This is an optimization exercise on Yosys and OpenROAD, whose aim is small area, a short achievable clock period and few clock cycles per item, not a production implementation. Where RTL was checked, it was by simulation tests only, not by an equivalence proof against the original. The RTL of runs 1 and 2 was laid out without a check of its function. No activity file was given, so power comes from the tool's default toggle rates.

==> flow/design.v (outline; a module is shown in full before it is edited, if it fits) <==
// module DES_ECB: 53 lines
// module des_sb1: 1151 lines
// module des_sb2: 1079 lines
// module des_sb3: 1109 lines
// module des_sb4: 1199 lines
// module des_sb5: 1137 lines
// module des_sb6: 1103 lines
// module des_sb7: 1131 lines
// module des_sb8: 1061 lines
module DES_ECB (Clk, Reset, Start, X, KEY, OUT, RDY);
  // ...
==> flow/flow/run.sh <==
#!/bin/bash
# Own layout flow: the standard synthesis, then the combinational logic is
# re-mapped with an area-oriented ABC script (flip-flops and their names are kept),
# then the standard layout from floorplan to finish on the re-mapped netlist.
set -uo pipefail
W=$(pwd)
F=$W/flow
LIB=$FLOW_HOME/platforms/$FLOW_PLATFORM/lib/sky130_fd_sc_hd__tt_025C_1v80.lib
R=$W/orfs/results/$FLOW_PLATFORM/DES_ECB/base

bash standard.sh synth > $W/std_synth.log 2>&1 || { echo "standard synth failed"; exit 1; }
cp $R/1_2_yosys.v $W/netlist_std.v

# functional models of the library's combinational cells, for techmap
yosys -p "read_liberty -ignore_miss_func $LIB; delete sky130_fd_sc_hd__*df* sky130_fd_sc_hd__*dl* sky130_fd_sc_hd__lpflow_inputisolatch_1 sky130_fd_sc_hd__*probe*; write_verilog -noattr $W/combcells.v" > $W/combcells.log 2>&1 || { echo "cell models failed"; exit 1; }

REMAP_CELLS=$W/combcells.v REMAP_LIB=$LIB REMAP_IN=$W/netlist_std.v REMAP_TOP=$FLOW_TOP \
REMAP_DONT_USE="$(cat $F/dont_use.txt)" REMAP_ABC=$F/remap.abc REMAP_OUT=$W/netlist_remap.v \
REMAP_STAT=$W/remap_stat.txt yosys -c $F/remap.tcl > $W/remap.log 2>&1 || { echo "remap failed"; exit 1; }

cp $W/netlist_remap.v $R/1_2_yosys.v
rm -f $R/1_synth.odb
export BUFFER_PORTS_ARGS="-buffer_cell sky130_fd_sc_hd__buf_1"
bash standard.sh > $W/std_layout.log 2>&1 || { echo "layout failed"; tail -20 $W/std_layout.log; exit 1; }
==> flow/flow/dont_use.txt <==
 sky130_fd_sc_hd__probe_p_8 sky130_fd_sc_hd__probec_p_8 sky130_fd_sc_hd__lpflow_bleeder_1 sky130_fd_sc_hd__lpflow_clkbufkapwr_1 sky130_fd_sc_hd__lpflow_clkbufkapwr_16 sky130_fd_sc_hd__lpflow_clkbufkapwr_2 sky130_fd_sc_hd__lpflow_clkbufkapwr_4 sky130_fd_sc_hd__lpflow_clkbufkapwr_8 sky130_fd_sc_hd__lpflow_clkinvkapwr_1 sky130_fd_sc_hd__lpflow_clkinvkapwr_16 sky130_fd_sc_hd__lpflow_clkinvkapwr_2 sky130_fd_sc_hd__lpflow_clkinvkapwr_4 sky130_fd_sc_hd__lpflow_clkinvkapwr_8 sky130_fd_sc_hd__lpflow_decapkapwr_12 sky130_fd_sc_hd__lpflow_decapkapwr_3 sky130_fd_sc_hd__lpflow_decapkapwr_4 sky130_fd_sc_hd__lpflow_decapkapwr_6 sky130_fd_sc_hd__lpflow_decapkapwr_8 sky130_fd_sc_hd__lpflow_inputiso0n_1 sky130_fd_sc_hd__lpflow_inputiso0p_1 sky130_fd_sc_hd__lpflow_inputiso1n_1 sky130_fd_sc_hd__lpflow_inputiso1p_1 sky130_fd_sc_hd__lpflow_inputisolatch_1 sky130_fd_sc_hd__lpflow_isobufsrc_1 sky130_fd_sc_hd__lpflow_isobufsrc_16 sky130_fd_sc_hd__lpflow_isobufsrc_2 sky130_fd_sc_hd__lpflow_isobufsrc_4 sky130_fd_sc_hd__lpflow_isobufsrc_8 sky130_fd_sc_hd__lpflow_isobufsrckapwr_16 sky130_fd_sc_hd__lpflow_lsbuf_lh_hl_isowell_tap_1 sky130_fd_sc_hd__lpflow_lsbuf_lh_hl_isowell_tap_2 sky130_fd_sc_hd__lpflow_lsbuf_lh_hl_isowell_tap_4 sky130_fd_sc_hd__lpflow_lsbuf_lh_isowell_4 sky130_fd_sc_hd__lpflow_lsbuf_lh_isowell_tap_1 sky130_fd_sc_hd__lpflow_lsbuf_lh_isowell_tap_2 sky130_fd_sc_hd__lpflow_lsbuf_lh_isowell_tap_4
==> flow/flow/remap.abc <==
strash
dch -f
map -a
mfs2 -a
strash
dch -f
map -a
mfs2 -a
strash
dch -f
map -a
mfs2 -a
strash
dch -f
map -a
mfs2 -a
strash
dch -f
map -a
mfs2 -a
strash
dch -f
map -a
topo
stime -c
==> flow/flow/remap.tcl <==
# Re-map the combinational logic of a mapped netlist with an area-oriented ABC script.
# Flip-flops (and their instance names) are kept as they are.
yosys -import
set lib $::env(REMAP_LIB)
read_liberty -lib $lib
read_verilog $::env(REMAP_IN)
hierarchy -top $::env(REMAP_TOP)
techmap -map $::env(REMAP_CELLS)
techmap
opt -fast
opt_clean -purge
set du {}
foreach c $::env(REMAP_DONT_USE) { lappend du -dont_use $c }
abc -script $::env(REMAP_ABC) -liberty $lib {*}$du
opt_clean -purge
hilomap -singleton -hicell sky130_fd_sc_hd__conb_1 HI -locell sky130_fd_sc_hd__conb_1 LO
insbuf -buf sky130_fd_sc_hd__buf_4 A X
splitnets
opt_clean -purge
tee -o $::env(REMAP_STAT) stat -liberty $lib
check -assert -mapped
write_verilog -noattr -nohex -nodec $::env(REMAP_OUT)
==> flow/standard.sh <==
#!/bin/bash
# synth_recipe.tcl (not shown) runs the flow's synth.tcl, then flattens the netlist and writes it again
# the make line also repeats each setting of config.mk as NAME=value (left out here)
make -C /OpenROAD-flow-scripts/flow DESIGN_CONFIG=/design/flow/config.mk WORK_HOME=/design/flow/orfs CLKGATE_MAP_FILE= SYNTH_SCRIPT=/design/flow/synth_recipe.tcl "${@:-finish}"
==> flow/config.mk <==
export PLATFORM = sky130hd
export DESIGN_NAME = DES_ECB
export DESIGN_NICKNAME = DES_ECB
export VERILOG_FILES = /design/flow/design.v
export SDC_FILE = /design/flow/constraint.sdc
export NUM_CORES = 4
export LEC_CHECK = 0
export CAP_MARGIN = 20
export CORE_MARGIN = 2
export CORE_UTILIZATION = 55
export CTS_BUF_LIST = sky130_fd_sc_hd__clkbuf_4 sky130_fd_sc_hd__clkbuf_8
export SETUP_SLACK_MARGIN = 3
export SLEW_MARGIN = 20
==> flow/constraint.sdc <==
create_clock -name core_clock -period 6.0 [get_ports {Clk}]
set_input_delay 1.2000 -clock core_clock [delete_from_list [all_inputs] [get_ports {Clk}]]
set_output_delay 1.2000 -clock core_clock [all_outputs]
set_load 0.01 [all_outputs]
==> summary.txt, run 1 <==
drt wl/cell - 15.4 um
Max Root-Sink Buffers - 2
total power - 5.27 mW
worst reg-to-reg setup slack - 3.09 ns
fin crit period - 2.91 ns
top cell category - multi-input combinational cells
status - finished clean
Nets - 1684
maximum vdd drop - 274 uV
Setup crit end - R[22]$_DFFE_PP_
GRT met2 Usage - 49.2%
Crit Path Max Fanout - 4
multi-input logic portion of the cell area - 49.6%
synthesized area per cell - 6.60 um^2
Filler Cell Count - 1486
skew final - 0.0167 ns
met3 wire length - 2550 um
Post-DP Area - 0.00988 mm^2
max FFs per register - 56
RSZ-0062 raised after global routing - false
clock root buffer - clkbuf_8
met1 usage - 42.5%
HP Class - flip-flop to flip-flop
FMAX - 0.344 GHz
FF/Latch Area - 0.00314 mm^2
Setup WS pre-CTS - 2.90 ns
switching component of the power - 2.69 mW
io pins - 196
area of the multi-input gates - 0.00514 mm^2
gr busiest metal - met2
# Taps - 216
Die Area - 0.0172 mm^2
==> run 2, diff against run 1 <==
--- a/flow/config.mk
+++ b/flow/config.mk
@@ -10,4 +10,4 @@
 export CORE_UTILIZATION = 55
 export CTS_BUF_LIST = sky130_fd_sc_hd__clkbuf_4 sky130_fd_sc_hd__clkbuf_8
-export SETUP_SLACK_MARGIN = 3
+export SETUP_SLACK_MARGIN = 3.3
 export SLEW_MARGIN = 20
==> run 2 against run 1 <==
Still clean on timing, DRC and antenna; final area increased by 4.7%; area after synthesis did not move; cell count grew 1.6%; combinational power rose by 11%; worst setup slack improved by 0.29 ns; non-clock buffer count is 28 higher; critical path type unchanged.
==> summary.txt, run 2 <==
status - finished clean
worst r2r path cells - 13
Max-Cap Viols - 0
Reg-to-Reg End - R[22]$_DFFE_PP_
antenna-violating nets left - 0
chip width - 131 um
CP required - 6.18 ns
fin crit period - 2.62 ns (-0.288 ns)
vias per cell - 5.74
skew final - 0.0170 ns (+0.000321 ns)
vias in the first global route - 9177
Worst Setup Start Kind - flip-flop
leak pwr - 4.18 nW
die height - 131 um
crit path capture type - flip-flop
Area Growth Syn to Fin - 21.7%
layout cells sized above 1 - 10.1%
TritonRoute pass-1 iters - 8
synthesized area per cell - 6.60 um^2 (unchanged)
hold buffers post-CTS - 0
Nets - 1713 (+1.7%)
Final GP Congestion - 0.977
total track usage - 31.6%
leading cell type in the layout, fill and taps excluded - nand2_1
WP data arrival - 2.80 ns
Hold Path End - cnt[0]$_SDFF_PP0_
WHS - 0.462 ns
HP Class - flip-flop to flip-flop
Netlist Area Pre-Place - 0.00891 mm^2
Final setup viols - 0
TritonCTS Buffers - 17
most frequent cells in the layout - nand2_1 (335), o21ai_0 (221), buf_1 (186)
DR DRC count - 0
FMAX - 0.381 GHz (+11%)
Max Root-Sink Buffers - 2 (unchanged)
global-route wire length before repair - 44100 um
Final period util - 43.7%
CTS tree - done
max FFs per register - 56 (unchanged)
maximum vdd drop - 276 uV (+0.91%)
core area - 0.0159 mm^2
htree depth - 4
Synth Instances - 1349
Synth warnings - 1
initial core utilization - 56.1%
final slew viol count - 0
normalized max-slew margin - 39.7%
P per Cell Area - 515 mW/mm^2
via count - 10400
final hold vios - 0
Reg with most FFs - CD
Crit Path Max Fanout - 4 (unchanged)
io pins - 196 (unchanged)
Clock Latency Late Sink - 0.46 ns
initial antenna violation count - 0
worst setup path start - R[15]$_DFFE_PP_
RSZ-0062 raised after global routing - false
drt wl/cell - 16.0 um (+3.7%)
Rows - 46
clock root buffer - clkbuf_8
Worst R2R Start - R[15]$_DFFE_PP_
worst-margin pin slew - 0.904 ns
gr ovfl total - 0
syn nets - 1480
Clock Sink Count - 125
largest net degree at the start of global routing - 110
Sum Neg Setup Slack - 0 ns
hpwl dp - 20700 um
IO Port Bufs - 187
Die Area - 0.0172 mm^2 (unchanged)
Routed WL - 28900 um
worst reg-to-reg setup slack - 3.38 ns (+0.29 ns)
hold_sp - cnt[0]$_SDFF_PP0_
Worst Hold Path Cells - 1
kind of critical path - flip-flop to flip-flop
clk slew on worst S/H paths - 0.08 ns
Antenna Diode Count - 0
initial DRC count - 1131
run 2: cell types whose count changed in the layout (fill, tap and decap cells not counted), sizes merged:
cell / delta
buf: +28
clkinv: -21
nand3: +1
inv: +17
clkinvlp: +4
run 2: how the worst max path moves through the flow:
stage | depth (start not counted) | to
floorplan | 2 | L[0]$_DFFE_PP_
global placement | 4 | R[1]$_DFFE_PP_
detailed placement | 4 | L[1]$_DFFE_PP_
CTS | 13 | R[25]$_DFFE_PP_
global route | 15 | R[13]$_DFFE_PP_
finish | 13 | R[22]$_DFFE_PP_
run 2: stage by stage:
step	worst slack [ns]	cell area, um^2	util, %	total power [mW]	cells
after global placement	2.95	9880	62.2	4.35	1750
after detailed placement	2.90	9880	62.2	4.36	1750
after floorplan	3.53	8920	-	3.53	1349
after global routing	3.25	10800	68.3	6.00	1811
after CTS	3.30	10400	65.6	5.25	1791
final	3.38	10800	68.3	5.59	1811
run 2: report_power, final:
| part | switching [mW] | leakage, nW | internal (mW) |
|---|---|---|---|
| registers | 0.188 | 1.17 | 1.14 |
| logic | 2.27 | 2.80 | 1.18 |
| clock network | 0.378 | 0.209 | 0.422 |
| total | 2.84 | 4.18 | 2.75 |
run 2: metal layers:
metal	routed length, um	GRT usage, %
met3	2630	7.87
met5	0	0
met4	750	10.6
met1	12300	42.8
met2	13200	49.6
run 2: what timing repair did:
| action | in CTS | in global routing |
|---|---|---|
| gates resized for setup | 20 | 104 |
| gates cloned | 0 | 1 |
| buffers inserted | 9 | 19 |
| pin swaps | 0 | 7 |
| setup endpoints to repair | 16 | 82 |
run 2: critical path, cell delays in order, from the launching register on:
cell and delay [ns]:
edfxtp_1 0.49, clkinv_1 0.20, nand2_1 0.11, nand2_2 0.13, inv_2 0.13, nor2_2 0.06, nor2_1 0.20, nor2_1 0.09
clkinv_1 0.09, nor2_1 0.06, o31ai_1 0.26, o311ai_1 0.21, xnor2_1 0.21, o21ai_0 0.09
run 2: cell type report:
| cell class | instances | area, um^2 |
|---|---|---|
| Multi-Input combinational cell | 1046 | 5380 |
| Tap cell | 216 | 270 |
| Clock inverter | 14 | 168 |
| Clock buffer | 18 | 248 |
| Sequential cell | 125 | 3150 |
| Inverter | 173 | 679 |
| Timing Repair Buffer | 219 | 950 |
| Fill cell | 1431 | 5040 |
==> module DES_ECB, before the edit <==
module DES_ECB (Clk, Reset, Start, X, KEY, OUT, RDY);
   input         Clk;
   input         Reset;
   input         Start;
   input  [63:0] X, KEY;
   output [63:0] OUT;
   output        RDY;
   reg [31:0] L, R;       
   reg [55:0] CD;         
   reg [3:0]  cnt;        
   reg        busy;
   assign RDY = ~busy;
   wire [63:0] RL = {R, L};
   assign OUT = {RL[24], RL[56], RL[16], RL[48], RL[8], RL[40], RL[0], RL[32], RL[25], RL[57], RL[17], RL[49], RL[9], RL[41], RL[1], RL[33], RL[26], RL[58], RL[18], RL[50], RL[10], RL[42], RL[2], RL[34], RL[27], RL[59], RL[19], RL[51], RL[11], RL[43], RL[3], RL[35], RL[28], RL[60], RL[20], RL[52], RL[12], RL[44], RL[4], RL[36], RL[29], RL[61], RL[21], RL[53], RL[13], RL[45], RL[5], RL[37], RL[30], RL[62], RL[22], RL[54], RL[14], RL[46], RL[6], RL[38], RL[31], RL[63], RL[23], RL[55], RL[15], RL[47], RL[7], RL[39]};
   wire [63:0] ipx = {X[6], X[14], X[22], X[30], X[38], X[46], X[54], X[62], X[4], X[12], X[20], X[28], X[36], X[44], X[52], X[60], X[2], X[10], X[18], X[26], X[34], X[42], X[50], X[58], X[0], X[8], X[16], X[24], X[32], X[40], X[48], X[56], X[7], X[15], X[23], X[31], X[39], X[47], X[55], X[63], X[5], X[13], X[21], X[29], X[37], X[45], X[53], X[61], X[3], X[11], X[19], X[27], X[35], X[43], X[51], X[59], X[1], X[9], X[17], X[25], X[33], X[41], X[49], X[57]};
   wire [55:0] pc1 = {KEY[7], KEY[15], KEY[23], KEY[31], KEY[39], KEY[47], KEY[55], KEY[63], KEY[6], KEY[14], KEY[22], KEY[30], KEY[38], KEY[46], KEY[54], KEY[62], KEY[5], KEY[13], KEY[21], KEY[29], KEY[37], KEY[45], KEY[53], KEY[61], KEY[4], KEY[12], KEY[20], KEY[28], KEY[1], KEY[9], KEY[17], KEY[25], KEY[33], KEY[41], KEY[49], KEY[57], KEY[2], KEY[10], KEY[18], KEY[26], KEY[34], KEY[42], KEY[50], KEY[58], KEY[3], KEY[11], KEY[19], KEY[27], KEY[35], KEY[43], KEY[51], KEY[59], KEY[36], KEY[44], KEY[52], KEY[60]};
   wire [55:0] cd0 = {pc1[54], pc1[53], pc1[52], pc1[51], pc1[50], pc1[49], pc1[48], pc1[47], pc1[46], pc1[45], pc1[44], pc1[43], pc1[42], pc1[41], pc1[40], pc1[39], pc1[38], pc1[37], pc1[36], pc1[35], pc1[34], pc1[33], pc1[32], pc1[31], pc1[30], pc1[29], pc1[28], pc1[55], pc1[26], pc1[25], pc1[24], pc1[23], pc1[22], pc1[21], pc1[20], pc1[19], pc1[18], pc1[17], pc1[16], pc1[15], pc1[14], pc1[13], pc1[12], pc1[11], pc1[10], pc1[9], pc1[8], pc1[7], pc1[6], pc1[5], pc1[4], pc1[3], pc1[2], pc1[1], pc1[0], pc1[27]};   
   wire [47:0] rk = {CD[42], CD[39], CD[45], CD[32], CD[55], CD[51], CD[53], CD[28], CD[41], CD[50], CD[35], CD[46], CD[33], CD[37], CD[44], CD[52], CD[30], CD[48], CD[40], CD[49], CD[29], CD[36], CD[43], CD[54], CD[15], CD[4], CD[25], CD[19], CD[9], CD[1], CD[26], CD[16], CD[5], CD[11], CD[23], CD[8], CD[12], CD[7], CD[17], CD[0], CD[22], CD[3], CD[10], CD[14], CD[6], CD[20], CD[27], CD[24]};   
   wire [47:0] t = {R[0], R[31], R[30], R[29], R[28], R[27], R[28], R[27], R[26], R[25], R[24], R[23], R[24], R[23], R[22], R[21], R[20], R[19], R[20], R[19], R[18], R[17], R[16], R[15], R[16], R[15], R[14], R[13], R[12], R[11], R[12], R[11], R[10], R[9], R[8], R[7], R[8], R[7], R[6], R[5], R[4], R[3], R[4], R[3], R[2], R[1], R[0], R[31]} ^ rk;
   wire [31:0] s;
   des_sb1 u_sb1 (.a(t[47:42]), .y(s[31:28]));
   des_sb2 u_sb2 (.a(t[41:36]), .y(s[27:24]));
   des_sb3 u_sb3 (.a(t[35:30]), .y(s[23:20]));
   des_sb4 u_sb4 (.a(t[29:24]), .y(s[19:16]));
   des_sb5 u_sb5 (.a(t[23:18]), .y(s[15:12]));
   des_sb6 u_sb6 (.a(t[17:12]), .y(s[11:8]));
   des_sb7 u_sb7 (.a(t[11:6]), .y(s[7:4]));
   des_sb8 u_sb8 (.a(t[5:0]), .y(s[3:0]));
   wire [31:0] f = {s[16], s[25], s[12], s[11], s[3], s[20], s[4], s[15], s[31], s[17], s[9], s[6], s[27], s[14], s[1], s[22], s[30], s[24], s[8], s[18], s[0], s[5], s[29], s[23], s[13], s[19], s[2], s[26], s[10], s[21], s[28], s[7]};   
   wire rot1 = (cnt == 4'd0) | (cnt == 4'd7) | (cnt == 4'd14);
   wire [55:0] cd_r1 = {CD[54], CD[53], CD[52], CD[51], CD[50], CD[49], CD[48], CD[47], CD[46], CD[45], CD[44], CD[43], CD[42], CD[41], CD[40], CD[39], CD[38], CD[37], CD[36], CD[35], CD[34], CD[33], CD[32], CD[31], CD[30], CD[29], CD[28], CD[55], CD[26], CD[25], CD[24], CD[23], CD[22], CD[21], CD[20], CD[19], CD[18], CD[17], CD[16], CD[15], CD[14], CD[13], CD[12], CD[11], CD[10], CD[9], CD[8], CD[7], CD[6], CD[5], CD[4], CD[3], CD[2], CD[1], CD[0], CD[27]};
   wire [55:0] cd_r2 = {CD[53], CD[52], CD[51], CD[50], CD[49], CD[48], CD[47], CD[46], CD[45], CD[44], CD[43], CD[42], CD[41], CD[40], CD[39], CD[38], CD[37], CD[36], CD[35], CD[34], CD[33], CD[32], CD[31], CD[30], CD[29], CD[28], CD[55], CD[54], CD[25], CD[24], CD[23], CD[22], CD[21], CD[20], CD[19], CD[18], CD[17], CD[16], CD[15], CD[14], CD[13], CD[12], CD[11], CD[10], CD[9], CD[8], CD[7], CD[6], CD[5], CD[4], CD[3], CD[2], CD[1], CD[0], CD[27], CD[26]};
   always @(posedge Clk) begin
      if (Reset)
         busy <= 1'b0;
      else if (Start)
         busy <= 1'b1;
      else if (cnt == 4'd15)
         busy <= 1'b0;
      if (Start)
         cnt <= 4'd0;
      else
         cnt <= cnt + 4'd1;
      if (Start)
         CD <= cd0;
      else
         CD <= rot1 ? cd_r1 : cd_r2;
      if (Start)
         {L, R} <= ipx;
      else if (busy)
         {L, R} <= {R, L ^ f};
   end
endmodule
==> run 3, diff against run 2 <==
--- a/flow/design.v
+++ b/flow/design.v
@@ -31,4 +31,6 @@
    wire [55:0] cd_r1 = {CD[54], CD[53], CD[52], CD[51], CD[50], CD[49], CD[48], CD[47], CD[46], CD[45], CD[44], CD[43], CD[42], CD[41], CD[40], CD[39], CD[38], CD[37], CD[36], CD[35], CD[34], CD[33], CD[32], CD[31], CD[30], CD[29], CD[28], CD[55], CD[26], CD[25], CD[24], CD[23], CD[22], CD[21], CD[20], CD[19], CD[18], CD[17], CD[16], CD[15], CD[14], CD[13], CD[12], CD[11], CD[10], CD[9], CD[8], CD[7], CD[6], CD[5], CD[4], CD[3], CD[2], CD[1], CD[0], CD[27]};
    wire [55:0] cd_r2 = {CD[53], CD[52], CD[51], CD[50], CD[49], CD[48], CD[47], CD[46], CD[45], CD[44], CD[43], CD[42], CD[41], CD[40], CD[39], CD[38], CD[37], CD[36], CD[35], CD[34], CD[33], CD[32], CD[31], CD[30], CD[29], CD[28], CD[55], CD[54], CD[25], CD[24], CD[23], CD[22], CD[21], CD[20], CD[19], CD[18], CD[17], CD[16], CD[15], CD[14], CD[13], CD[12], CD[11], CD[10], CD[9], CD[8], CD[7], CD[6], CD[5], CD[4], CD[3], CD[2], CD[1], CD[0], CD[27], CD[26]};
+   wire [31:0] r_sel = busy ? L : R;
+   wire [31:0] f_g = f & {32{busy}};
    always @(posedge Clk) begin
       if (Reset)
@@ -47,7 +49,8 @@
          CD <= rot1 ? cd_r1 : cd_r2;
       if (Start)
-         {L, R} <= ipx;
+         L <= ipx[63:32];
       else if (busy)
-         {L, R} <= {R, L ^ f};
+         L <= R;
+      R <= Start ? ipx[31:0] : (r_sel ^ f_g);
    end
 endmodule
==> run 3 against run 2 <==
Final area down 4.2%; combinational power down 33%; clock-buffer cell count up 3; routed wire length up 1.5%; largest power group unchanged; largest cell class unchanged; total power down 25%; clock skew down 0.0025 ns.
==> summary.txt, run 3 <==
global-route wire length before repair - 44700 um (+1.4%)
leading cell type in the layout, fill and taps excluded - nand2_1
Filler Cell Count - 1434 (+0.21%)
initial DRC count - 872 (-23%)
CTS tree - done
vias in the first global route - 9101 (-0.83%)
Clock Latency Late Sink - 0.46 ns (about the same)
hold buffers post-CTS - 0 (unchanged)
Rows - 45 (-2.2%)
TritonRoute pass-1 iters - 6 (-2)
worst r2r path cells - 14 (+1)
Sum Neg Setup Slack - 0 ns (unchanged)
worst-margin pin slew - 0.868 ns (-0.0363 ns)
hpwl dp - 21400 um (+3.5%)
WP data arrival - 3.07 ns (+0.27 ns)
maximum vdd drop - 246 uV (-11%)
CP required - 6.36 ns (+0.18 ns)
syn nets - 1465 (-1.0%)
WHS - 0.446 ns (-0.0166 ns)
crit path capture type - flip-flop
Max Root-Sink Buffers - 2 (unchanged)
Final GP Congestion - 0.985 (+0.82%)
Reg-to-Reg End - R[1]$_DFF_P_
Area Growth Syn to Fin - 19.4%
Final setup viols - 0 (unchanged)
skew final - 0.0145 ns (-0.00253 ns)
vias per cell - 5.84 (+1.9%)
Synth warnings - 1 (unchanged)
Clock Sink Count - 125 (unchanged)
DR DRC count - 0 (unchanged)
max FFs per register - 56 (unchanged)
kind of critical path - flip-flop to flip-flop
layout cells sized above 1 - 9.20% (-0.89 points)
initial core utilization - 56.8% (+0.73 points)
normalized max-slew margin - 42.1% (+2.4 points)
RSZ-0062 raised after global routing - true
Worst Setup Start Kind - flip-flop
chip width - 130 um (-1.1%)
die height - 130 um (-1.1%)
leak pwr - 4.00 nW (-4.3%)
total track usage - 34.0% (+2.4 points)
antenna-violating nets left - 0 (unchanged)
initial antenna violation count - 1 (+1)
via count - 10400 (-0.058%)
final instance area - 0.0104 mm^2 (-4.2%)
htree depth - 4 (unchanged)
Synth Instances - 1334 (-1.1%)
synthesized area per cell - 6.52 um^2 (-1.2%)
IO Port Bufs - 187 (unchanged)
clock root buffer - clkbuf_8
gr ovfl total - 0 (unchanged)
final hold vios - 0 (unchanged)
most frequent cells in the layout - nand2_1 (233), nor2_1 (226), buf_1 (186)
worst reg-to-reg setup slack - 3.29 ns (-0.09 ns)
drt wl/cell - 16.5 um (+3.4%)
post-layout util - 67.9% (-0.41 points)
clk slew on worst S/H paths - 0.08 ns (about the same)
status - finished clean
Worst R2R Start - R[28]$_DFF_P_
Post-DP Area - 0.00974 mm^2 (-1.5%)
Die Area - 0.0168 mm^2 (-2.3%)
P per Cell Area - 405 mW/mm^2 (-21%)
Reg with most FFs - CD
Nets - 1683 (-1.8%)
TritonCTS Buffers - 17 (unchanged)
Setup crit end - R[1]$_DFF_P_
largest net degree at the start of global routing - 82 (-25%)
FMAX - 0.368 GHz (-3.4%)
final slew viol count - 0 (unchanged)
core area - 0.0153 mm^2 (-3.6%)
Netlist Area Pre-Place - 0.00870 mm^2 (-2.3%)
Routed WL - 29300 um (+1.5%)
worst setup path start - R[28]$_DFF_P_
Final period util - 45.2% (+1.5 points)
fin crit period - 2.71 ns (+0.0925 ns)
io pins - 196 (unchanged)
Crit Path Max Fanout - 5 (+1)
HP Class - flip-flop to flip-flop
Max-Cap Viols - 0 (unchanged)
## run 3: cell type report
cell class                      instances  area [um^2]  share of cell area, %
Sequential cell                       125         2830                   27.3
Inverter                              160          636                   6.12
Antenna cell                            1         2.50                 0.0241
Clock inverter                         11         91.3                  0.879
Clock buffer                           21          277                   2.66
Tap cell                              211          264                   2.54
Timing Repair Buffer                  201          815                   7.84
Multi-Input combinational cell       1047         5470                   52.7
## run 3: stage by stage
step	power (mW)	setup WS (ns)	cells
after CTS	4.04	3.19	1769
final	4.21	3.29	1777
after floorplan	2.75	2.98	1334
after global placement	3.31	2.74	1737
after detailed placement	3.32	2.67	1737
after global routing	4.51	3.12	1777
## run 3: critical path: stages (launching register included)
cell and delay (ns):
dfxtp_2 0.39, clkinv_1 0.13, nand2_1 0.08, nand2_1 0.15, nor2_4 0.22, nor2_1 0.13, nor2_2 0.21, nor2_1 0.08
o21ai_1 0.23, a21oi_1 0.11, a31oi_1 0.26, clkinv_1 0.16, a21oi_1 0.14, o21ai_0 0.10, a22o_2 0.21
## run 3: what timing repair did
item	4_1_cts	5_1_grt
gates resized for setup	13	73
pin swaps	0	4
setup buffers	0	7
endpoints found under the hold margin	0	0
setup endpoints to repair	24	76
## run 3: how the worst min path moves through the flow
stage | startpoint | to | cells past startpoint
2_1_floorplan | cnt[0]$_SDFF_PP0_ | cnt[0]$_SDFF_PP0_ | 1
3_3_place_gp | cnt[0]$_SDFF_PP0_ | cnt[0]$_SDFF_PP0_ | 1
3_5_place_dp | cnt[0]$_SDFF_PP0_ | cnt[0]$_SDFF_PP0_ | 1
4_1_cts | cnt[0]$_SDFF_PP0_ | cnt[0]$_SDFF_PP0_ | 1
5_1_grt | cnt[0]$_SDFF_PP0_ | cnt[0]$_SDFF_PP0_ | 1
6_report | cnt[0]$_SDFF_PP0_ | cnt[0]$_SDFF_PP0_ | 1
## run 3: per-layer routing
metal	wire length, um	track usage [%]	vias up
met3	2780	6.40	75
met2	13600	56.1	558
met4	962	13.7	0
li1	-	-	5029
met1	12000	44.0	4721
met5	0	0	-
## run 3: report_power, final
group / internal (mW) / leakage, nW / switching (mW)
clock network: 0.355 / 0.190 / 0.356
logic: 0.812 / 2.70 / 1.50
registers: 1.01 / 1.11 / 0.167
total: 2.18 / 4.00 / 2.03
Testbench counts of run 3, summed over its fixed seeds: cycles 8,704, items 512.
==> run 4, diff against run 3 <==
--- a/flow/config.mk
+++ b/flow/config.mk
@@ -10,4 +10,4 @@
 export CORE_UTILIZATION = 55
 export CTS_BUF_LIST = sky130_fd_sc_hd__clkbuf_4 sky130_fd_sc_hd__clkbuf_8
-export SETUP_SLACK_MARGIN = 3.3
+export SETUP_SLACK_MARGIN = 3.8
 export SLEW_MARGIN = 20
==> run 4 against run 3 <==
Fmax up 16%; critical endpoint is now R[22]$_DFF_P_; clock power up 21%; non-clock buffer count up 161; still clean on timing, DRC and antenna; highest routed layer unchanged; first-iteration DRC count up 99%; largest cell class unchanged.
==> summary.txt, run 4 <==
htree depth - 4 (unchanged)
Final period util - 38.9% (-6.4 points)
switching component of the power - 2.70 mW (+33%)
vias per cell - 6.39 (+9.3%)
hpwl dp - 20500 um (-4.5%)
initial antenna violation count - 1 (unchanged)
Hold Path End - cnt[0]$_SDFF_PP0_
clock root buffer - clkbuf_8
switching share of power - 47.4% (-0.77 points)
synthesized area per cell - 6.52 um^2 (unchanged)
Worst Hold Path Cells - 1 (unchanged)
CP required - 6.34 ns (-0.02 ns)
Netlist Area Pre-Place - 0.00870 mm^2 (unchanged)
Reg-to-Reg End - R[22]$_DFF_P_
Final GP Congestion - 1.01 (+2.4%)
M1 wire length - 13600 um (+14%)
crit path capture type - flip-flop
hold buffers post-CTS - 0 (unchanged)
IO Port Bufs - 187 (unchanged)
crit-path cells - buf_4, nand2_4, nand2_8, nor2_4, clkinv_1, nor2_2, clkinv_2, o311ai_0, o31ai_1, o22ai_1, xor2_1, o22ai_1
maximum vdd drop - 265 uV (+7.9%)
kind of critical path - flip-flop to flip-flop
Synth Instances - 1334 (unchanged)
Routed WL - 38900 um (+33%)
Max-Cap Viols - 0 (unchanged)
part of the power in registers - 21.4% (-6.6 points)
fin crit period - 2.33 ns (-0.381 ns)
leading cell type in the layout, fill and taps excluded - nand2_1
Rows - 45 (unchanged)
RSZ-0062 raised after global routing - true
Reg with most FFs - CD
Post-Place Cells - 1733 (-0.23%)
CP max stage cell - dfxtp_4
via count - 12400 (+19%)
met3 wire length - 4960 um (+78%)
WP data arrival - 2.67 ns (-0.40 ns)
Crit Path Max Fanout - 5 (unchanged)
area of the multi-input gates - 0.00662 mm^2 (+21%)
final hold vios - 0 (unchanged)
core area - 0.0153 mm^2 (unchanged)
FF/Latch Area - 0.00296 mm^2 (+4.4%)
Worst Setup Start Kind - flip-flop
initial core utilization - 56.8% (unchanged)
leak pwr - 5.47 nW (+37%)
total track usage - 36.6% (+2.6 points)
drt wl/cell - 20.1 um (+22%)
most frequent cells in the layout - nand2_1 (209), buf_4 (159), nor2_1 (151)
Largest stage delay, worst path - 0.37 ns (-0.02 ns)
max FFs per register - 56 (unchanged)
TritonCTS Buffers - 17 (unchanged)
io pins - 196 (unchanged)
worst r2r path cells - 12 (-2)
FMAX - 0.429 GHz (+16%)
syn nets - 1465 (unchanged)
Max Root-Sink Buffers - 2 (unchanged)
combinational share of power - 63.6% (+8.5 points)
TritonRoute pass-1 iters - 7 (+1)
clk slew on worst S/H paths - 0.09 ns (about the same)
Final setup viols - 0 (unchanged)
Synth warnings - 1 (unchanged)
DR DRC count - 0 (unchanged)
die height - 130 um (unchanged)
hold_sp - cnt[0]$_SDFF_PP0_
Clock power frac - 15.1% (-1.8 points)
Nets - 1845 (+9.6%)
gr ovfl total - 0 (unchanged)
status - finished clean
Area Growth Syn to Fin - 54.2%
worst reg-to-reg setup slack - 3.67 ns (+0.38 ns)
Clock Latency Late Sink - 0.47 ns (about the same)
global-route wire length before repair - 48500 um (+8.4%)
Sum Neg Setup Slack - 0 ns (unchanged)
largest net degree at the start of global routing - 85 (+3.7%)
Antenna Diode Count - 0 (-1)
Worst R2R Start - R[16]$_DFF_P_
vias in the first global route - 9824 (+7.9%)
most frequent CP cell - o22ai_1
initial DRC count - 1732 (+99%)
layout cells sized above 1 - 37.0% (+28 points)
CTS tree - done
Internal - 3.00 mW (+37%)
chip width - 130 um (unchanged)
Die Area - 0.0168 mm^2 (unchanged)
antenna-violating nets left - 0 (unchanged)
top sig layer - met4
Filler Cell Count - 817 (-43%)
normalized max-slew margin - 49.0% (+6.9 points)
non-filler cells, final - 1938 (+9.1%)
Clock Sink Count - 125 (unchanged)
skew final - 0.0197 ns (+0.00517 ns)
worst-margin pin slew - 0.762 ns (-0.106 ns)
WL met2 - 17600 um (+29%)
HP Class - flip-flop to flip-flop
P per Cell Area - 425 mW/mm^2 (+4.9%)
final slew viol count - 0 (unchanged)
[run 4: changes by cell type in the layout (fill, tap and decap cells not counted), sizes merged, moves of 3 or more]
cell	delta
clkbuf	+37
clkinv	-44
bufinv	+3
inv	+37
buf	+127
[run 4: cell type report]
cell class | count | area share [%]
multi-input combinational | 1048 | 49.3
sequential | 125 | 22.0
timing repair buffer | 362 | 17.4
inverter | 160 | 5.98
clock buffer | 24 | 2.23
tap | 211 | 1.97
clock inverter | 8 | 1.05
[run 4: stage by stage]
stage	hold WS (ns)	util, %	power (mW)	setup slack, ns	cell area [um^2]
floorplan	0.411	-	2.77	2.98	8780
finish	0.441	87.6	5.70	3.67	13400
global placement	0.426	63.7	3.33	2.60	9760
CTS	0.442	76.3	4.66	3.72	11700
detailed placement	0.430	63.7	3.32	2.57	9760
global route	0.464	87.6	5.94	3.51	13400
[run 4: worst max path at each step]
stage,endpoint,startpoint,depth (start not counted)
after floorplan,CD[0]$_DFF_P_,cnt[1]$_SDFF_PP0_,7
after global placement,L[17]$_DFFE_PP_,Start,4
after detailed placement,L[17]$_DFFE_PP_,Start,4
after CTS,OUT[4],R[23]$_DFF_P_,2
after global routing,R[22]$_DFF_P_,R[17]$_DFF_P_,13
final,R[22]$_DFF_P_,R[16]$_DFF_P_,12
[run 4: power groups by stage]
stage	Clock, mW	Combinational (mW)	Sequential [mW]
after floorplan	0	1.60	1.16
after global placement	0	2.14	1.19
after detailed placement	0	2.13	1.19
after CTS	0.844	2.63	1.18
after global routing	0.881	3.84	1.23
final	0.858	3.62	1.22
[run 4: timing repair]
| action | 4_1_cts | 5_1_grt |
|---|---|---|
| pin swaps | 66 | 119 |
| gates cloned | 1 | 0 |
| setup endpoints to repair | 190 | 91 |
| buffers inserted | 79 | 93 |
| gates resized for setup | 308 | 320 |
[run 4: critical path: cells and delay by family (launching register included)]
kind                   cells  cell delay [ns]
buffers and inverters      3             0.38
XOR/XNOR                   1             0.23
flip-flops                 1             0.37
AO/OA/AOI/OAI              4             0.64
AND/OR/NAND/NOR            4             0.56
[run 4: layer usage]
layer  track usage, %  up-vias
li1                 -     5363
met1             47.2     5560
met2             59.0     1140
met3             8.32      317
met4             15.6        0
met5                0        -
==> run 5, diff against run 4 <==
--- a/flow/config.mk
+++ b/flow/config.mk
@@ -10,4 +10,4 @@
 export CORE_UTILIZATION = 55
 export CTS_BUF_LIST = sky130_fd_sc_hd__clkbuf_4 sky130_fd_sc_hd__clkbuf_8
-export SETUP_SLACK_MARGIN = 3.8
+export SETUP_SLACK_MARGIN = 3.55
 export SLEW_MARGIN = 20
==> run 5 against run 4 <==
Still clean; synthesized cell count is the same; combinational power decreased by 29%; register-to-register slack worse by 0.06 ns; sequential share of layout area increased by 4.0 points; total power shrank 21%; via count fell by 16%; area after synthesis stayed put; worst hold slack improved by 0.0062 ns; worst setup slack lost 0.062 ns; critical endpoint unchanged; highest routed layer unchanged.
==> summary.txt, run 5 <==
TritonCTS Buffers - 17 (unchanged)
fin crit period - 2.40 ns (+0.0616 ns)
final slew viol count - 0 (unchanged)
chip width - 130 um (unchanged)
synthesized area per cell - 6.52 um^2 (unchanged)
hold buffers post-CTS - 0 (unchanged)
final hold vios - 0 (unchanged)
vias per cell - 5.82 (-8.9%)
normalized max-slew margin - 45.7% (-3.3 points)
total power - 4.48 mW (-21%)
max FFs per register - 56 (unchanged)
largest net degree at the start of global routing - 81 (-4.7%)
crit path capture type - flip-flop
io pins - 196 (unchanged)
TritonRoute pass-1 iters - 5 (-2)
CTS tree - done
gr ovfl total - 0 (unchanged)
Synth Instances - 1334 (unchanged)
leading cell type in the layout, fill and taps excluded - nand2_1
global-route wire length before repair - 43300 um (-11%)
Rows - 45 (unchanged)
RSZ-0062 raised after global routing - true
htree depth - 4 (unchanged)
core area - 0.0153 mm^2 (unchanged)
most frequent cells in the layout - nand2_1 (222), nor2_1 (194), buf_1 (186)
syn nets - 1465 (unchanged)
maximum vdd drop - 284 uV (+7.3%)
hpwl dp - 20500 um (+0.27%)
vias in the first global route - 8756 (-11%)
via count - 10400 (-16%)
layout cells sized above 1 - 16.1% (-21 points)
WP data arrival - 2.72 ns (+0.05 ns)
Antenna Diode Count - 0 (unchanged)
FMAX - 0.417 GHz (-2.6%)
DR DRC count - 0 (unchanged)
Crit Path Max Fanout - 7 (+2)
HP Class - flip-flop to flip-flop
Final GP Congestion - 0.996 (-1.2%)
Max-Cap Viols - 0 (unchanged)
leak pwr - 4.20 nW (-23%)
initial antenna violation count - 0 (-1)
Die Area - 0.0168 mm^2 (unchanged)
status - finished clean
Final period util - 39.9% (+1.0 points)
Netlist Area Pre-Place - 0.00870 mm^2 (unchanged)
Nets - 1692 (-8.3%)
Max Root-Sink Buffers - 2 (unchanged)
die height - 130 um (unchanged)
Synth warnings - 1 (unchanged)
CP required - 6.32 ns (-0.02 ns)
worst-margin pin slew - 0.808 ns (+0.0463 ns)
Area Growth Syn to Fin - 26.1%
IO Port Bufs - 187 (unchanged)
antenna-violating nets left - 0 (unchanged)
clk slew on worst S/H paths - 0.07 ns (-0.02 ns)
final instance area - 0.0110 mm^2 (-18%)
Reg with most FFs - CD
Clock Sink Count - 125 (unchanged)
Routed WL - 28900 um (-26%)
clock root buffer - clkbuf_8
initial core utilization - 56.8% (unchanged)
drt wl/cell - 16.2 um (-19%)
Clock Latency Late Sink - 0.45 ns (-0.02 ns)
P per Cell Area - 408 mW/mm^2 (-3.8%)
Final setup viols - 0 (unchanged)
Worst Setup Start Kind - flip-flop
Sum Neg Setup Slack - 0 ns (unchanged)
skew final - 0.0118 ns (-0.00785 ns)
initial DRC count - 934 (-46%)
total track usage - 32.7% (-3.9 points)
Post-DP Area - 0.00974 mm^2 (-0.18%)
kind of critical path - flip-flop to flip-flop
==> run 5: per-layer routing <==
layer | vias to the layer above | global-route usage, % | wire length [um] | part of all wire (%)
met4 | 0 | 12.2 | 1030 | 3.6
met2 | 599 | 52.6 | 13200 | 46
met1 | 4634 | 43.6 | 12000 | 42
met3 | 86 | 6.36 | 2690 | 9.3
li1 | 5065 | - | - | -
met5 | - | 0 | 0 | 0
==> run 5: cell type report <==
type	count	area, um^2
clock buffers	25	325
clock inverters	6	58.8
fillers	1340	4340
inverters	160	668
multi-input cells	1047	5920
flip-flops and latches	125	2860
well taps	211	264
repair buffers	210	882
==> run 5: path summary, 6_finish.rpt <==
kind                          start  slack, ns  cells past startpoint                 to
setup / recovery      R[16]$_DFF_P_       3.60                     12      R[22]$_DFF_P_
hold / removal    cnt[0]$_SDFF_PP0_       0.45                      1  cnt[0]$_SDFF_PP0_
hold reg to reg   cnt[0]$_SDFF_PP0_       0.45                      1  cnt[0]$_SDFF_PP0_
setup reg to reg      R[16]$_DFF_P_       3.60                     12      R[22]$_DFF_P_
==> run 5: timing repair <==
item / 4_1_cts / 5_1_grt
pin swaps: 5 / 37
buffers inserted: 0 / 17
gates resized for setup: 82 / 162
setup endpoints to repair: 45 / 31
==> run 5: through the flow <==
| step | setup slack (ns) | std cells | utilization (%) | hold WS [ns] |
|---|---|---|---|---|
| 6_report | 3.60 | 1784 | 71.6 | 0.447 |
| 5_1_grt | 3.45 | 1784 | 71.6 | 0.461 |
| 4_1_cts | 3.44 | 1767 | 67.5 | 0.446 |
| 3_5_place_dp | 2.47 | 1736 | 63.6 | 0.431 |
| 3_3_place_gp | 2.49 | 1736 | 63.6 | 0.429 |
| 2_1_floorplan | 2.98 | 1334 | - | 0.411 |
==> run 5: power breakdown <==
part           switching [mW]  internal [mW]  total (mW)  leakage, nW
combinational            1.64          0.926        2.56         2.89
sequential              0.169           1.02        1.19         1.11
clock                   0.335          0.392       0.727        0.202
==> run 5: critical path, stage by stage, from the launching register on <==
cell and delay, ns:
dfxtp_4 0.39, or2_2 0.32, nand2_4 0.12, clkinv_2 0.12, nor2_4 0.24, buf_4 0.15
nor3_2 0.05, nor3_2 0.22, nor2_1 0.09, nor4_2 0.18, o22ai_2 0.14, xor2_1 0.17
o22ai_1 0.08
==> run 6, diff against run 5 <==
--- a/flow/config.mk
+++ b/flow/config.mk
@@ -8,6 +8,7 @@
 export CAP_MARGIN = 20
 export CORE_MARGIN = 2
-export CORE_UTILIZATION = 55
+export CORE_UTILIZATION = 68
 export CTS_BUF_LIST = sky130_fd_sc_hd__clkbuf_4 sky130_fd_sc_hd__clkbuf_8
+export PLACE_DENSITY = 0.78
 export SETUP_SLACK_MARGIN = 3.55
 export SLEW_MARGIN = 20
==> run 6 against run 5 <==
Final area is 0.92% higher; critical path type unchanged; area after synthesis stayed put; clock power is 14% higher; die area is 19% lower; cell count is 1.3% lower; first-iteration DRC count is 120% higher; worst hold slack worse by 0.00086 ns; routed wire length is 23% higher; largest power group unchanged; critical path depth stayed put; core utilization is 16 points higher.
==> summary.txt, run 6 <==
status - finished clean
Max Root-Sink Buffers - 2 (unchanged)
final worst slack - 3.25 ns (-0.359 ns)
Worst Setup Start Kind - flip-flop
layout cells sized above 1 - 17.2% (+1.2 points)
Clock Sink Count - 125 (unchanged)
Synth Instances - 1334 (unchanged)
skew final - 0.0170 ns (+0.00517 ns)
initial core utilization - 69.2% (+12 points)
IO Port Bufs - 187 (unchanged)
final hold vios - 0 (unchanged)
most frequent CP cell - nand2_1
Filler Cell Count - 712 (-47%)
Synth warnings - 1 (unchanged)
Routed WL - 35600 um (+23%)
Antenna Diode Count - 0 (unchanged)
Area Growth Syn to Fin - 27.2%
WHS - 0.446 ns (-0.000863 ns)
Clock power frac - 17.1% (+0.9 points)
gr ovfl total - 0 (unchanged)
clock root buffer - clkbuf_8
normalized max-slew margin - 25.4% (-20 points)
core area - 0.0126 mm^2 (-18%)
chip width - 117 um (-9.8%)
largest net degree at the start of global routing - 89 (+9.9%)
crit-path cells - clkinv_1, nor2_1, nor2_4, a21oi_2, nand2_1, o311ai_1, nand2_1, o211ai_1, a31oi_2, a211oi_4, xor2_1, o22ai_1
hold_sp - cnt[0]$_SDFF_PP0_
part of the power in registers - 24.9% (-1.6 points)
worst-margin pin slew - 1.12 ns (+0.309 ns)
io pins - 196 (unchanged)
total track usage - 42.7% (+10 points)
Rows - 41 (-8.9%)
clk slew on worst S/H paths - 0.08 ns (about the same)
total power - 4.85 mW (+8.2%)
Netlist Area Pre-Place - 0.00870 mm^2 (unchanged)
combinational share of power - 58.0% (+0.8 points)
RSZ-0062 raised after global routing - true
Crit Path Max Fanout - 10 (+3)
antenna-violating nets left - 0 (unchanged)
final slew viol count - 0 (unchanged)
fin crit period - 2.75 ns (+0.359 ns)
vias in the first global route - 9435 (+7.8%)
Worst R2R Start - R[26]$_DFF_P_
TritonRoute pass-1 iters - 12 (+7)
synthesized area per cell - 6.52 um^2 (unchanged)
most frequent cells in the layout - nand2_1 (224), nor2_1 (196), buf_1 (186)
Setup WS pre-CTS - 2.69 ns (+0.219 ns)
switching share of power - 50.0% (+2.2 points)
maximum vdd drop - 355 uV (+25%)
FF/Latch Area - 0.00286 mm^2 (+0.26%)
switching component of the power - 2.42 mW (+13%)
CP max stage cell - dfxtp_1
leak pwr - 4.28 nW (+1.8%)
Final period util - 45.9% (+6.0 points)
Final setup viols - 0 (unchanged)
FMAX - 0.363 GHz (-13%)
Final GP Congestion - 1.01 (+1.7%)
syn nets - 1465 (unchanged)
Largest stage delay, worst path - 0.46 ns (+0.07 ns)
HP Class - flip-flop to flip-flop
crit path capture type - flip-flop
Internal - 2.42 mW (+3.7%)
max FFs per register - 56 (unchanged)
drt wl/cell - 20.2 um (+25%)
hpwl dp - 20400 um (-0.83%)
htree depth - 4 (unchanged)
CTS tree - done
global-route wire length before repair - 45500 um (+5.1%)
post-layout util - 88.1% (+16 points)
Nets - 1707 (+0.89%)
WP data arrival - 3.08 ns (+0.36 ns)
CP required - 6.33 ns (about the same)
leading cell type in the layout, fill and taps excluded - nand2_1
area of the multi-input gates - 0.00590 mm^2 (-0.27%)
Max-Cap Viols - 0 (unchanged)
kind of critical path - flip-flop to flip-flop
initial antenna violation count - 1 (+1)
TritonCTS Buffers - 17 (unchanged)
Sum Neg Setup Slack - 0 ns (unchanged)
via count - 11800 (+14%)
DR DRC count - 0 (unchanged)
die height - 117 um (-9.8%)
Die Area - 0.0137 mm^2 (-19%)
vias per cell - 6.71 (+15%)
initial DRC count - 2023 (+120%)
Reg with most FFs - CD
worst setup path start - R[26]$_DFF_P_
P per Cell Area - 438 mW/mm^2 (+7.2%)
Clock Latency Late Sink - 0.48 ns (+0.03 ns)
run 6: metal layers:
layer,vias up,GRT usage [%],routed length (um)
li1,5084,-,-
met1,5193,52.4,11800
met2,1170,68.7,15600
met3,372,11.6,5170
met4,0,23.0,3010
met5,-,0,0
run 6: through the flow:
stage                     std cells  area [um^2]
after global routing           1761        11100
final                          1761        11100
after detailed placement       1695         9680
after floorplan                1334         8740
after CTS                      1729        10400
after global placement         1695         9680
run 6: worst paths after layout:
path                                          end  slack, ns  cells past startpoint
worst min-delay path            cnt[0]$_SDFF_PP0_       0.45                      1
worst max register to register      R[19]$_DFF_P_       3.25                     12
worst min register to register  cnt[0]$_SDFF_PP0_       0.45                      1
worst max-delay path                R[19]$_DFF_P_       3.25                     12
run 6: final cells by class:
class / instances / share of cell area, %
clock buffers: 20 / 2.43
clock inverters: 12 / 1.45
inverters: 160 / 6.11
multi-input cells: 1048 / 53.3
flip-flops and latches: 125 / 25.9
well taps: 172 / 1.94
repair buffers: 224 / 8.92
run 6: power groups by stage:
stage                     Sequential [mW]  Clock [mW]  Combinational, mW
final                                1.21       0.829               2.81
after global routing                 1.21       0.855               2.98
after CTS                            1.17       0.803               2.25
after detailed placement             1.18           0               2.12
after global placement               1.18           0               2.07
after floorplan                      1.16           0               1.59
run 6: timing repair:
item                       CTS  global route
cloned                       1             0
hold buffers                 0             0
resized for setup           87           161
setup endpoints to repair   69            30
setup buffers                1            32
pin swaps                    6            44
run 6: worst max-delay path, delay by kind of cell, from the launching register on:
| kind | cells | cell delay, ns |
|---|---|---|
| flip-flops | 1 | 0.46 |
| AND/OR/NAND/NOR | 4 | 0.63 |
| AO/OA/AOI/OAI | 6 | 1.14 |
| buffers and inverters | 1 | 0.14 |
| XOR/XNOR | 1 | 0.24 |
==> run 7, diff against run 6 <==
==> flow/flow/remap.abc (replaced) <==
strash
dch -f
map -a
mfs2 -a
strash
dch -f
map -a
mfs2 -a
strash
dch -f
map -a
mfs2 -a
strash
dch -f
map -B 0.2
topo
--- a/flow/config.mk
+++ b/flow/config.mk
@@ -11,4 +11,4 @@
 export CTS_BUF_LIST = sky130_fd_sc_hd__clkbuf_4 sky130_fd_sc_hd__clkbuf_8
 export PLACE_DENSITY = 0.78
-export SETUP_SLACK_MARGIN = 3.55
+export SETUP_SLACK_MARGIN = 3.7
 export SLEW_MARGIN = 20
==> run 7 against run 6 <==
Global-route usage increased by 1.7 points; non-clock buffer count fell by 7; register-to-register slack improved by 0.53 ns; critical endpoint is now RDY.
==> summary.txt, run 7 <==
Netlist Area Pre-Place - 0.00920 mm^2 (+5.7%)
drt wl/cell - 17.8 um (-12%)
status - finished clean
Synth Instances - 1458 (+9.3%)
Synth warnings - 1 (unchanged)
syn nets - 1589 (+8.5%)
Final GP Congestion - 1.12 (+10%)
Clock Latency Late Sink - 0.49 ns (about the same)
final hold vios - 0 (unchanged)
kind of critical path - flip-flop to primary output
max FFs per register - 56 (unchanged)
FMAX - 0.424 GHz (+17%)
htree depth - 4 (unchanged)
Post-Place Cells - 1824 (+7.6%)
Antenna Diode Count - 0 (unchanged)
TritonCTS Buffers - 17 (unchanged)
switching component of the power - 2.04 mW (-16%)
CTS tree - done
TritonRoute pass-1 iters - 19 (+7)
DR DRC count - 0 (unchanged)
RSZ-0062 raised after global routing - true
Final setup viols - 0 (unchanged)
io pins - 196 (unchanged)
HP Class - flip-flop to flip-flop
crit path capture type - primary output
Max-Cap Viols - 0 (unchanged)
gr ovfl total - 0 (unchanged)
switching share of power - 48.5% (-1.5 points)
normalized max-slew margin - 28.5% (+3.1 points)
maximum vdd drop - 262 uV (-26%)
leak pwr - 4.64 nW (+8.3%)
fin crit period - 2.36 ns (-0.395 ns)
chip width - 120 um (+2.7%)
Die Area - 0.0145 mm^2 (+5.5%)
Area Growth Syn to Fin - 20.8%
leading cell type in the layout, fill and taps excluded - nand2_1
non-filler cells, final - 1881 (+6.8%)
clk slew on worst S/H paths - 0.08 ns (about the same)
initial DRC count - 1621 (-20%)
Crit Path Max Fanout - 2 (-8)
Final period util - 39.3% (-6.6 points)
Internal - 2.17 mW (-11%)
skew final - 0.0141 ns (-0.00291 ns)
die height - 120 um (+2.7%)
initial antenna violation count - 0 (-1)
P per Cell Area - 379 mW/mm^2 (-14%)
Nets - 1824 (+6.9%)
Rows - 42 (+2.4%)
antenna-violating nets left - 0 (unchanged)
combinational share of power - 53.5% (-4.5 points)
Clock power frac - 17.9% (+0.8 points)
core area - 0.0132 mm^2 (+5.4%)
total track usage - 44.4% (+1.7 points)
Worst Setup Start Kind - flip-flop
vias per cell - 6.48 (-3.4%)
clock root buffer - clkbuf_8
Sum Neg Setup Slack - 0 ns (unchanged)
Filler Cell Count - 937 (+32%)
IO Port Bufs - 187 (unchanged)
hpwl dp - 22400 um (+9.8%)
worst-margin pin slew - 1.06 ns (-0.0532 ns)
most frequent cells in the layout - nand2_1 (487), buf_1 (179), o21ai_0 (177)
synthesized area per cell - 6.31 um^2 (-3.3%)
largest net degree at the start of global routing - 93 (+4.5%)
part of the power in registers - 28.6% (+3.7 points)
WP data arrival - 1.16 ns (-1.92 ns)
via count - 12200 (+3.1%)
initial core utilization - 69.5% (+0.24 points)
layout cells sized above 1 - 8.45% (-8.8 points)
vias in the first global route - 10500 (+12%)
global-route wire length before repair - 50500 um (+11%)
Reg with most FFs - CD
Max Root-Sink Buffers - 2 (unchanged)
Routed WL - 33600 um (-5.7%)
Clock Sink Count - 125 (unchanged)
final slew viol count - 0 (unchanged)
CP required - 4.80 ns (-1.53 ns)
-- run 7: changes by cell type in the layout (fill, tap and decap cells not counted), moves of 18 or more --
cell,delta
nand2_1,+263
nand3_1,+87
nor2_1,-69
o21ai_0,+48
o21ai_1,-30
nor2_4,-24
nor2_2,-22
o22ai_1,-22
inv_2,-18
-- run 7: worst max-delay path, stage by stage (launching register included) --
cell and delay [ns]:
dfxtp_4 0.38, clkinv_4 0.06, buf_12 0.12, buf_6 0.11
-- run 7: layout make-up --
type | count | area (um^2) | share of cell area (%)
timing repair buffer | 217 | 1000 | 9.04
multi-input combinational | 1224 | 6140 | 55.2
sequential | 125 | 2900 | 26.1
inverter | 108 | 462 | 4.15
clock inverter | 9 | 91.3 | 0.822
clock buffer | 22 | 297 | 2.67
tap | 176 | 220 | 1.98
-- run 7: path summary, 6_finish.rpt --
kind	startpoint	endpoint	slack, ns	cells past startpoint
setup / recovery	busy$_SDFFE_PP0P_	RDY	3.64	3
hold / removal	cnt[0]$_SDFF_PP0_	cnt[0]$_SDFF_PP0_	0.48	1
setup reg to reg	CD[19]$_DFF_P_	R[7]$_DFF_P_	3.78	9
hold reg to reg	cnt[0]$_SDFF_PP0_	cnt[0]$_SDFF_PP0_	0.48	1
-- run 7: metal layers --
metal  track usage (%)  routed length [um]  vias up
li1                  -                   -     5549
met1              53.5               12000     5405
met2              70.1               14800     1010
met3              12.6                4420      225
met4              27.3                2330        0
met5                 0                   0        -
-- run 7: through the flow --
stage	hold slack, ns	instance area, um^2	util, %	worst slack, ns	total power [mW]
3_5_place_dp	0.465	10200	76.8	2.41	3.22
3_3_place_gp	0.433	10200	76.8	2.40	3.18
6_report	0.484	11100	83.9	3.64	4.21
5_1_grt	0.502	11100	83.9	3.63	4.47
4_1_cts	0.484	10800	81.4	3.66	3.99
2_1_floorplan	0.416	9220	-	3.77	2.68
-- run 7: repair_timing --
action                     CTS  global route
hold endpoints to repair     0             0
buffers inserted             8            17
setup endpoints to repair  168            67
pin swaps                    1             1
gates resized for setup     53            54
hold buffers                 0             0
gates cloned                 1             0
-- run 7: power by group through the flow --
| stage | Sequential (mW) | Combinational (mW) | Clock, mW |
|---|---|---|---|
| after global placement | 1.18 | 1.99 | 0 |
| final | 1.20 | 2.25 | 0.752 |
| after global routing | 1.21 | 2.48 | 0.782 |
| after CTS | 1.18 | 2.07 | 0.737 |
| after detailed placement | 1.19 | 2.03 | 0 |
| after floorplan | 1.16 | 1.52 | 0 |
==> run 8, diff against run 7 <==
--- a/flow/config.mk
+++ b/flow/config.mk
@@ -8,7 +8,6 @@
 export CAP_MARGIN = 20
 export CORE_MARGIN = 2
-export CORE_UTILIZATION = 68
+export CORE_UTILIZATION = 55
 export CTS_BUF_LIST = sky130_fd_sc_hd__clkbuf_4 sky130_fd_sc_hd__clkbuf_8
-export PLACE_DENSITY = 0.78
 export SETUP_SLACK_MARGIN = 3.7
 export SLEW_MARGIN = 20
==> run 8 against run 7 <==
Die area up 23%; via count down 6.2%; critical path type unchanged; still clean on timing, DRC and antenna; sequential power about the same; clock-buffer cell count down 1; core utilization down 16 points; routed wire length down 3.3%; critical path depth unchanged; clock skew up 0.0016 ns; sequential share of layout area down 0.16 points; highest routed layer unchanged; fmax up 0.76%; largest cell class unchanged.
==> summary.txt, run 8 <==
leading cell type in the layout, fill and taps excluded - nand2_1
Die Area - 0.0178 mm^2 (+23%)
area of the multi-input gates - 0.00616 mm^2 (+0.33%)
final slew viol count - 0 (unchanged)
core area - 0.0165 mm^2 (+24%)
total track usage - 34.7% (-9.6 points)
RSZ-0062 raised after global routing - true
vias in the first global route - 9872 (-6.2%)
synthesized area per cell - 6.31 um^2 (unchanged)
total power - 4.24 mW (+0.81%)
most frequent cells in the layout - nand2_1 (488), buf_1 (183), o21ai_0 (175)
Reg-to-Reg End - CD[38]$_DFF_P_
gr ovfl total - 0 (unchanged)
CP delay by family, top - flip-flops
Max-Cap Viols - 0 (unchanged)
die height - 133 um (+11%)
io pins - 196 (unchanged)
skew final - 0.0157 ns (+0.00158 ns)
P per Cell Area - 382 mW/mm^2 (+0.79%)
htree depth - 4 (unchanged)
Internal - 2.23 mW (+3.0%)
maximum vdd drop - 180 uV (-31%)
combinational share of power - 51.6% (-1.9 points)
largest net degree at the start of global routing - 88 (-5.4%)
max FFs per register - 56 (unchanged)
CP max stage cell - dfxtp_4
Synth Instances - 1458 (unchanged)
Worst Setup Start Kind - flip-flop
chip width - 133 um (+11%)
kind of critical path - flip-flop to primary output
Filler Cell Count - 1519 (+62%)
met3 wire length - 3470 um (-21%)
Clock Latency Late Sink - 0.47 ns (-0.02 ns)
hold buffers post-CTS - 0 (unchanged)
Post-DP Area - 0.0102 mm^2 (+0.59%)
Worst Hold Path Cells - 1 (unchanged)
Clock Sink Count - 125 (unchanged)
Final period util - 39.0% (-0.30 points)
WP data arrival - 1.14 ns (-0.02 ns)
status - finished clean
crit-path cells - inv_4, buf_12, buf_6
Reg with most FFs - CD
WL met2 - 14600 um (-1.9%)
hpwl dp - 23000 um (+2.8%)
Final setup viols - 0 (unchanged)
crit path capture type - primary output
drt wl/cell - 16.9 um (-5.1%)
worst r2r path cells - 4 (-5)
Final GP Congestion - 1.03 (-7.8%)
Netlist Area Pre-Place - 0.00920 mm^2 (unchanged)
worst setup path start - busy$_SDFFE_PP0P_
Max Root-Sink Buffers - 2 (unchanged)
Area Growth Syn to Fin - 20.8% (about the same)
CTS tree - done
initial antenna violation count - 0 (unchanged)
Worst R2R Start - cnt[2]$_SDFF_PP0_
switching share of power - 47.4% (-1.1 points)
syn nets - 1589 (unchanged)
final hold vios - 0 (unchanged)
Nets - 1815 (-0.49%)
antenna-violating nets left - 0 (unchanged)
switching component of the power - 2.01 mW (-1.5%)
hold_sp - cnt[0]$_SDFF_PP0_
TritonCTS Buffers - 17 (unchanged)
clk slew on worst S/H paths - 0.08 ns (about the same)
post-layout util - 67.5% (-16 points)
clock root buffer - clkbuf_8
Clock power frac - 20.0% (+2.1 points)
FF/Latch Area - 0.00288 mm^2 (-0.60%)
initial DRC count - 1195 (-26%)
initial core utilization - 55.9% (-14 points)
FMAX - 0.427 GHz (+0.76%)
M1 wire length - 13300 um (+11%)
Crit Path Max Fanout - 5 (+3)
Antenna Diode Count - 0 (unchanged)
fin crit period - 2.34 ns (-0.0179 ns)
vias per cell - 5.96 (-8.0%)
IO Port Bufs - 187 (unchanged)
Rows - 47 (+12%)
leak pwr - 4.58 nW (-1.1%)
via count - 11400 (-6.2%)
Worst Path Buf+Inv - 3 (unchanged)
Routed WL - 32500 um (-3.3%)
part of the power in registers - 28.4% (-0.2 points)
Hold Path End - cnt[0]$_SDFF_PP0_
top sig layer - met4
worst-margin pin slew - 1.15 ns (+0.0882 ns)
DR DRC count - 0 (unchanged)
global-route wire length before repair - 49100 um (-2.8%)
Synth warnings - 1 (unchanged)
normalized max-slew margin - 22.6% (-5.9 points)
TritonRoute pass-1 iters - 6 (-13)
final instance area - 0.0111 mm^2 (about the same)
HP Class - flip-flop to flip-flop
CP required - 4.80 ns (about the same)
layout cells sized above 1 - 7.72% (-0.73 points)
Largest stage delay, worst path - 0.39 ns (about the same)
Sum Neg Setup Slack - 0 ns (unchanged)
worst reg-to-reg setup slack - 3.73 ns (-0.05 ns)
==> run 8: cell type report <==
class / instances / share of cell area, %
clock buffers: 21 / 2.54
clock inverters: 11 / 1.47
inverters: 108 / 4.10
multi-input cells: 1224 / 55.4
flip-flops and latches: 125 / 25.9
well taps: 220 / 2.48
repair buffers: 208 / 8.07
==> run 8: timing repair <==
item | in CTS | in global routing
gates resized for setup | 46 | 42
setup buffers | 2 | 14
gates cloned | 0 | 1
endpoints found under the setup margin | 81 | 76
pin swaps | 0 | 1
hold endpoints to repair | 0 | 0
==> run 8: power by group through the flow <==
stage	Combinational (mW)	Clock (mW)	Sequential (mW)
finish	2.19	0.848	1.20
global placement	2.03	0	1.19
detailed placement	2.05	0	1.19
global route	2.43	0.890	1.22
floorplan	1.52	0	1.16
CTS	2.07	0.855	1.19
==> run 8: how the worst max path moves through the flow <==
stage,cells after the start,end
6_report,3,RDY
5_1_grt,10,R[13]$_DFF_P_
4_1_cts,3,RDY
3_5_place_dp,8,R[30]$_DFF_P_
3_3_place_gp,8,R[31]$_DFF_P_
2_1_floorplan,15,R[25]$_DFF_P_
==> run 8: per-stage QoR <==
stage / cells / setup slack [ns] / hold slack, ns
global route: 1917 / 3.56 / 0.510
CTS: 1902 / 3.47 / 0.467
global placement: 1868 / 2.93 / 0.439
detailed placement: 1868 / 2.91 / 0.447
finish: 1917 / 3.66 / 0.487
floorplan: 1458 / 3.77 / 0.416
==> run 8: per-layer routing <==
metal / up-vias / track usage [%]
met5: - / 0
met4: 0 / 14.4
met3: 87 / 6.74
met2: 661 / 54.7
met1: 5144 / 46.9
li1: 5539 / -
==> run 8: worst reg2reg max path: stages (launching register included) <==
cell     delay [ns]
dfxtp_1        0.35
o31ai_2        0.78
nand2_4        0.57
mux2i_1        0.34
o21ai_0        0.10

-- what the ideal ports hide --
Ports are ideal in the flow. The routed layouts listed here were re-timed in OpenROAD.
Step 1: set_driving_cell puts a clkbuf_16 on Clk and a buf_2 on each other input, an assumption about the parent block.
Step 2, shift: input delay + t, output delay - t, t = (earliest + latest rising clock arrival at the registers) / 2. This alone moves slack from input paths to output paths.
Three values: ideal ports, drivers, drivers and shift; two values: the first two.
run | shift t [ns] | setup slack, ns | hold slack, ns | pins driven straight from the clock port
run 1 | 0.488 | 3.090 / 3.090 / 2.929 | 0.461 / 0.461 / 0.461 | 1
run 2 | 0.492 | 3.378 / 3.378 / 3.029 | 0.462 / 0.462 / 0.462 | 1
run 3 | 0.490 | 3.285 / 3.285 / 2.997 | 0.446 / 0.446 / 0.446 | 1
run 4 | 0.507 | 3.666 / 3.643 / 3.320 | 0.441 / 0.441 / 0.441 | 1
run 5 | 0.484 | 3.605 / 3.594 / 3.202 | 0.447 / 0.447 / 0.447 | 1
run 6 | 0.513 | 3.245 / 3.245 / 3.109 | 0.446 / 0.446 / 0.446 | 1
run 7 | 0.528 | 3.640 / 3.600 / 3.251 | 0.484 / 0.484 / 0.484 | 1
run 8 | 0.503 | 3.658 / 3.616 / 3.287 | 0.487 / 0.487 / 0.487 | 1
After both steps every run listed still meets setup and hold. The setup slack of run 5, which loses most, moves by -0.011 ns with the drivers and by -0.403 ns with both steps.
